This design comes from an exercise in tuning for small area on the open sky130 flow, not from production work.
Function was checked by simulation only, so behaviour that the tests miss may differ from the original.
Power figures rest on the tool's default switching activity, not on a simulated workload.

## north
## top1
module top1(
	input CLOCK_50,
	input RESET_N,
	input [7:0] KEY,
	input [9:0] SW,
	output [7:0] VGA_R,
	output [7:0] VGA_G,
	output [7:0] VGA_B,
	output VGA_CLK,
	output VGA_HS,
	output VGA_VS,
	output VGA_BLANK_N,
	output VGA_SYNC_N,
	output [6:0] HEX0,
	output [6:0] HEX1,
	output [6:0] HEX2,
	output [6:0] HEX3,
	output [6:0] HEX4,
	output [6:0] HEX5
);
For scale: roughly 4700 cells after synthesis, about 1400 flip-flops, roughly 91 I/O pins.
==> flow/config.mk <==
export PLATFORM = sky130hd
export DESIGN_NAME = top1
export DESIGN_NICKNAME = top1
export VERILOG_FILES = /design/flow/design.v
export SDC_FILE = /design/flow/constraint.sdc
export NUM_CORES = 8
export LEC_CHECK = 0
export CAP_MARGIN = 30
export CORE_MARGIN = 2
export CORE_UTILIZATION = 40
export SLEW_MARGIN = 20
==> flow/constraint.sdc <==
create_clock -name core_clock -period 20.0 [get_ports {CLOCK_50}]
set_input_delay 4.0000 -clock core_clock [delete_from_list [all_inputs] [get_ports {CLOCK_50}]]
set_output_delay 4.0000 -clock core_clock [all_outputs]
set_load 0.01 [all_outputs]
standard.sh (not shown) runs the stock make flow with config.mk's settings and CLKGATE_MAP_FILE= SYNTH_SCRIPT=/design/flow/synth_recipe.tcl, a recipe that flattens the netlist after the stock synthesis.
==> flow/flow/run.sh <==
#!/bin/bash
# Own flow: the standard layout (standard.sh) with these changes:
#  - synthesis maps the logic with an area-oriented ABC script (flow/abc_speed.script)
#    and leaves adders to ABC (no separate full/half adder mapping);
#    every yosys step before ABC, flip-flop mapping included, is the standard one,
#    so the registers are the same as the standard synthesis's;
#  - clock tree synthesis without dummy loads and with larger sink clusters;
#  - the port buffers are the smallest buffer (buf_1).
set -euo pipefail
W=$PWD
cp -r "$FLOW_HOME/scripts" "$W/scr"
cp "$W/flow/abc_speed.script" "$W/scr/abc_speed.script"
make -C "$FLOW_HOME" DESIGN_CONFIG="$W/config.mk" WORK_HOME="$W/orfs" CLKGATE_MAP_FILE= \
  SYNTH_SCRIPT="$W/synth_recipe.tcl" SCRIPTS_DIR="$W/scr" ADDER_MAP_FILE= synth > "$W/synth.log" 2>&1
CTS="-sink_clustering_enable -repair_clock_nets -dont_use_dummy_load"
CTS="$CTS -buf_list {sky130_fd_sc_hd__clkbuf_8}"
CTS="$CTS -sink_clustering_size 12 -sink_clustering_max_diameter 60"
bash "$W/standard.sh" "CTS_ARGS=$CTS" "BUFFER_PORTS_ARGS=-buffer_cell sky130_fd_sc_hd__buf_1" finish > "$W/layout.log" 2>&1
==> flow/flow/abc_speed.script <==
strash
&get -n
&fraig -x
&put
dc2
strash
&get -n
&deepsyn -T 300
&put
strash
&get -n
&dch -f
&nf -R 1000
&put
strash
&get -n
&dch -f
&nf -R 1000
&put
topo
north completed; timing, DRC and antenna clean
--- input diff north..south ---
Settings: a change of SLEW_MARGIN from 20 to 5; a change of CAP_MARGIN from 30 to 15.
--- outcome ---
south closes out successfully: all stages finished, all timing, DRC and antenna checks passed.
The higher clock skew of south and north is in south.
Taking north as the reference, in south sum of net half-perimeters after detailed placement stayed essentially flat, worst setup slack moved down, worst hold slack +0.0098 ns.

top1, a different RTL version from the one above (not shown whole).
Size: ~4600 cells after synthesis, about 91 I/O pins, about 0.059 sq mm of cells after synthesis.
Design top1, start of the top module:
module top1(
	input CLOCK_50,
	input RESET_N,
	input [7:0] KEY,
	input [9:0] SW,
	output [7:0] VGA_R,
	output [7:0] VGA_G,
	output [7:0] VGA_B,
	output VGA_CLK,
	output VGA_HS,
	output VGA_VS,
	output VGA_BLANK_N,
	output VGA_SYNC_N,
	output [6:0] HEX0,
	output [6:0] HEX1,
	output [6:0] HEX2,
	output [6:0] HEX3,
	output [6:0] HEX4,
	output [6:0] HEX5
);
clock: 20.0 ns
lec_check: 0
cap_margin: 15
core_margin: 2
core_utilization: 55
slew_margin: 5
==> flow/flow/run.sh <==
#!/bin/bash
# Own flow: the standard layout (standard.sh) with these changes:
#  - synthesis maps the logic with an area-oriented ABC script (flow/abc_speed.script)
#    and leaves adders to ABC (no separate full/half adder mapping);
#    every yosys step before ABC, flip-flop mapping included, is the standard one,
#    so the registers are the same as the standard synthesis's;
#  - clock tree synthesis without dummy loads and with larger sink clusters;
#  - the port buffers are the smallest buffer (buf_1).
set -euo pipefail
W=$PWD
cp -r "$FLOW_HOME/scripts" "$W/scr"
cp "$W/flow/abc_speed.script" "$W/scr/abc_speed.script"
make -C "$FLOW_HOME" DESIGN_CONFIG="$W/config.mk" WORK_HOME="$W/orfs" CLKGATE_MAP_FILE= \
  SYNTH_SCRIPT="$W/synth_recipe.tcl" SCRIPTS_DIR="$W/scr" ADDER_MAP_FILE= synth > "$W/synth.log" 2>&1
CTS="-sink_clustering_enable -repair_clock_nets -dont_use_dummy_load"
CTS="$CTS -buf_list {sky130_fd_sc_hd__clkbuf_8}"
CTS="$CTS -sink_clustering_size 14 -sink_clustering_max_diameter 80"
bash "$W/standard.sh" "CTS_ARGS=$CTS" "BUFFER_PORTS_ARGS=-buffer_cell sky130_fd_sc_hd__buf_1" finish > "$W/layout.log" 2>&1
==> flow/flow/abc_speed.script <==
strash
&get -n
&fraig -x
&put
dc2
strash
&get -n
&deepsyn -T 900
&put
strash
&get -n
&dch -f
&nf -R 1000
&put
strash
&get -n
&dch -f
&nf -R 1000
&put
topo
Then changed:
--- a/flow/flow/abc_speed.script
+++ b/flow/flow/abc_speed.script
@@ -13 +13 @@
-&nf -R 1000
+&nf -R 1000 -C 32 -F 16
@@ -18 +18,6 @@
-&nf -R 1000
+&nf -R 1000 -C 32 -F 16
+&put
+strash
+&get -n
+&dch -f
+&nf -R 1000 -C 32 -F 16
What happened: Design area hardly moves; die area decreases by 0.38%; final cell count decreases by 1.1%; count of clock-buffer cells in the layout increases by 1; via count decreases by 0.66%; power hardly moves; non-clock buffer count increases by 7.

RTL: one of the versions met above, not the one the previous note started from.
For scale: about 5000 cells after synthesis, ~61000 um2 of cells after synthesis.
==> flow/design.v (excerpt) <==
module top1(
	input CLOCK_50,
	input RESET_N,
	input [7:0] KEY,
	input [9:0] SW,
	output [7:0] VGA_R,
	output [7:0] VGA_G,
	output [7:0] VGA_B,
	output VGA_CLK,
	output VGA_HS,
	output VGA_VS,
	output VGA_BLANK_N,
	output VGA_SYNC_N,
	output [6:0] HEX0,
	output [6:0] HEX1,
	output [6:0] HEX2,
	output [6:0] HEX3,
	output [6:0] HEX4,
	output [6:0] HEX5
);
	wire clk = CLOCK_50;
	wire rst = !RESET_N;      
	wire gr  = SW[9];         
	wire rr  = rst || gr;
	reg ph;
	always @(posedge clk) begin
		if (rr) ph <= 1'b0;
		else    ph <= ~ph;
	end
	assign VGA_CLK = ph;
	wire sobe = !ph && !gr;
	reg ant0, ant1, ab_p, bd_p;
	always @(posedge clk) begin
		if (rst) begin
			ant0 <= 0; ant1 <= 0; ab_p <= 0; bd_p <= 0;
		end else if (sobe) begin
			ab_p <= SW[0] != ant0;
			ant0 <= SW[0];
			bd_p <= SW[1] != ant1;
			ant1 <= SW[1];
		end
	end
	wire debug = SW[8];
	reg [4:0] hq; reg [5:0] hr;
	reg [4:0] vq; reg [5:0] vr;
	reg hs_r, vs_r;
	wire h_end = (hq == 5'd16) && (hr == 6'd15);    
	wire v_end = (vq == 5'd12) && (vr == 6'd9);     
	always @(posedge clk) begin
		if (rst) begin
			hq <= 5'd16; hr <= 6'd16; vq <= 5'd24; vr <= 6'd29;
			hs_r <= 0; vs_r <= 0;
		end else if (sobe) begin
			hs_r <= !((hq == 5'd16 && hr >= 6'd16) || (hq == 5'd17) || (hq == 5'd18 && hr < 6'd32));
			vs_r <= !(vq == 5'd24 && (vr == 6'd29 || vr == 6'd30));
			if (hr == 6'd39) begin
				hr <= 6'd0;
				hq <= (hq == 5'd19) ? 5'd0 : hq + 5'd1;
			end else hr <= hr + 6'd1;
			if (h_end) begin
				if (v_end) begin
					vq <= 5'd24; vr <= 6'd29;
				end else if (vq == 5'd25 && vr == 6'd23) begin
					vq <= 5'd0; vr <= 6'd0;
				end else if (vr == 6'd39) begin
					vq <= vq + 5'd1; vr <= 6'd0;
				end else begin
					vr <= vr + 6'd1;
				end
			end
		end
	end
	assign VGA_HS = hs_r;
	assign VGA_VS = vs_r;
	assign VGA_BLANK_N = 1'b1;
	assign VGA_SYNC_N = 1'b0;
	wire ativo = (hq < 5'd16) && (vq < 5'd12);
	reg z;
	always @(posedge clk) begin
		if (rst)     z <= 1'b1;
		else if (ph) z <= gr;
	end
	wire [4:0] linha   = z ? 5'd0 : vq;
	wire [4:0] coluna  = z ? 5'd0 : hq;
	wire [5:0] lin_int = z ? 6'd0 : vr;
	wire [5:0] col_int = z ? 6'd0 : hr;
	reg [10:0] kc0, kc1, kc2, kc3;
	reg kN, kS, kL, kO;
	always @(posedge clk) begin
		if (rst) begin
			kc0 <= 0; kc1 <= 0; kc2 <= 0; kc3 <= 0;
			kN <= 0; kS <= 0; kL <= 0; kO <= 0;
		end else begin
			if (!KEY[3]) begin
  ...
clock: 20.0 ns
lec_check: 0
cap_margin: 30
core_margin: 2
core_utilization: 40
slew_margin: 20
==> flow/flow/run.sh <==
#!/bin/bash
# Own flow: the standard layout (standard.sh) with these changes:
#  - synthesis maps the logic with an area-oriented ABC script (flow/abc_speed.script)
#    and leaves adders to ABC (no separate full/half adder mapping);
#    every yosys step before ABC, flip-flop mapping included, is the standard one,
#    so the registers are the same as the standard synthesis's;
#  - clock tree synthesis without dummy loads and with larger sink clusters;
#  - the port buffers are the smallest buffer (buf_1).
set -euo pipefail
W=$PWD
cp -r "$FLOW_HOME/scripts" "$W/scr"
cp "$W/flow/abc_speed.script" "$W/scr/abc_speed.script"
make -C "$FLOW_HOME" DESIGN_CONFIG="$W/config.mk" WORK_HOME="$W/orfs" CLKGATE_MAP_FILE= \
  SYNTH_SCRIPT="$W/synth_recipe.tcl" SCRIPTS_DIR="$W/scr" ADDER_MAP_FILE= synth > "$W/synth.log" 2>&1
CTS="-sink_clustering_enable -repair_clock_nets -dont_use_dummy_load"
CTS="$CTS -buf_list {sky130_fd_sc_hd__clkbuf_8}"
CTS="$CTS -sink_clustering_size 15 -sink_clustering_max_diameter 50"
bash "$W/standard.sh" "CTS_ARGS=$CTS" "BUFFER_PORTS_ARGS=-buffer_cell sky130_fd_sc_hd__buf_1" finish > "$W/layout.log" 2>&1
==> flow/flow/abc_speed.script <==
strash
&get -n
&fraig -x
&put
dc2
strash
&get -n
&dch -f
&nf -R 1000
&put
strash
&get -n
&dch -f
&nf -R 1000
&put
topo
==> next run, changes <==
- CAP_MARGIN: 30 -> 15
- SLEW_MARGIN: 20 -> 5
After rerunning: Total power stays flat; clock-buffer cell count came out lower by 1; hold slack improves by 6.0 ps; sequential power barely changes; critical path depth came out higher by 1; cell count hardly moves.

==> port drivers added, routing unchanged <==
The flow's constraints put no driver on any port. The routed layouts listed below were extracted and timed again, unchanged, in two steps.
Step 1, drivers: a clkbuf_16 drives CLOCK_50 and a buf_2 each remaining input, both assumed.
Step 2, shift: input delay + t, output delay - t, t = (earliest + latest rising clock arrival at the registers) / 2. This alone moves slack from input paths to output paths.
a / b / c = ideal ports / drivers / drivers and shift; a / b = the first two.
run	t (ns)	setup slack, ns	worst setup path after step 2	slew at the worst register clock pin (ns)	pins driven straight from the clock port
north	0.986	10.356 / 10.269 / 9.671	input to register	0.09 / 0.09	1
south	0.978	10.266 / 10.310 / 9.344	input to register	0.09 / 0.09	1
the first run of note 2	0.875	10.683 / 10.683 / 10.378	input to register	0.10 / 0.10	1
the second run of note 2	0.890	10.674 / 10.674 / 10.674	register to register	0.11 / 0.11	1
the first run of note 3	1.005	9.075 / 8.989 / 9.994	register to output	0.10 / 0.10	1
the second run of note 3	0.942	9.093 / 9.019 / 9.942	register to register	0.10 / 0.10	1
After both steps every run listed still meets setup and hold. For south, which loses most, drivers alone change the setup slack by +0.044 ns; drivers and shift together by -0.922 ns.
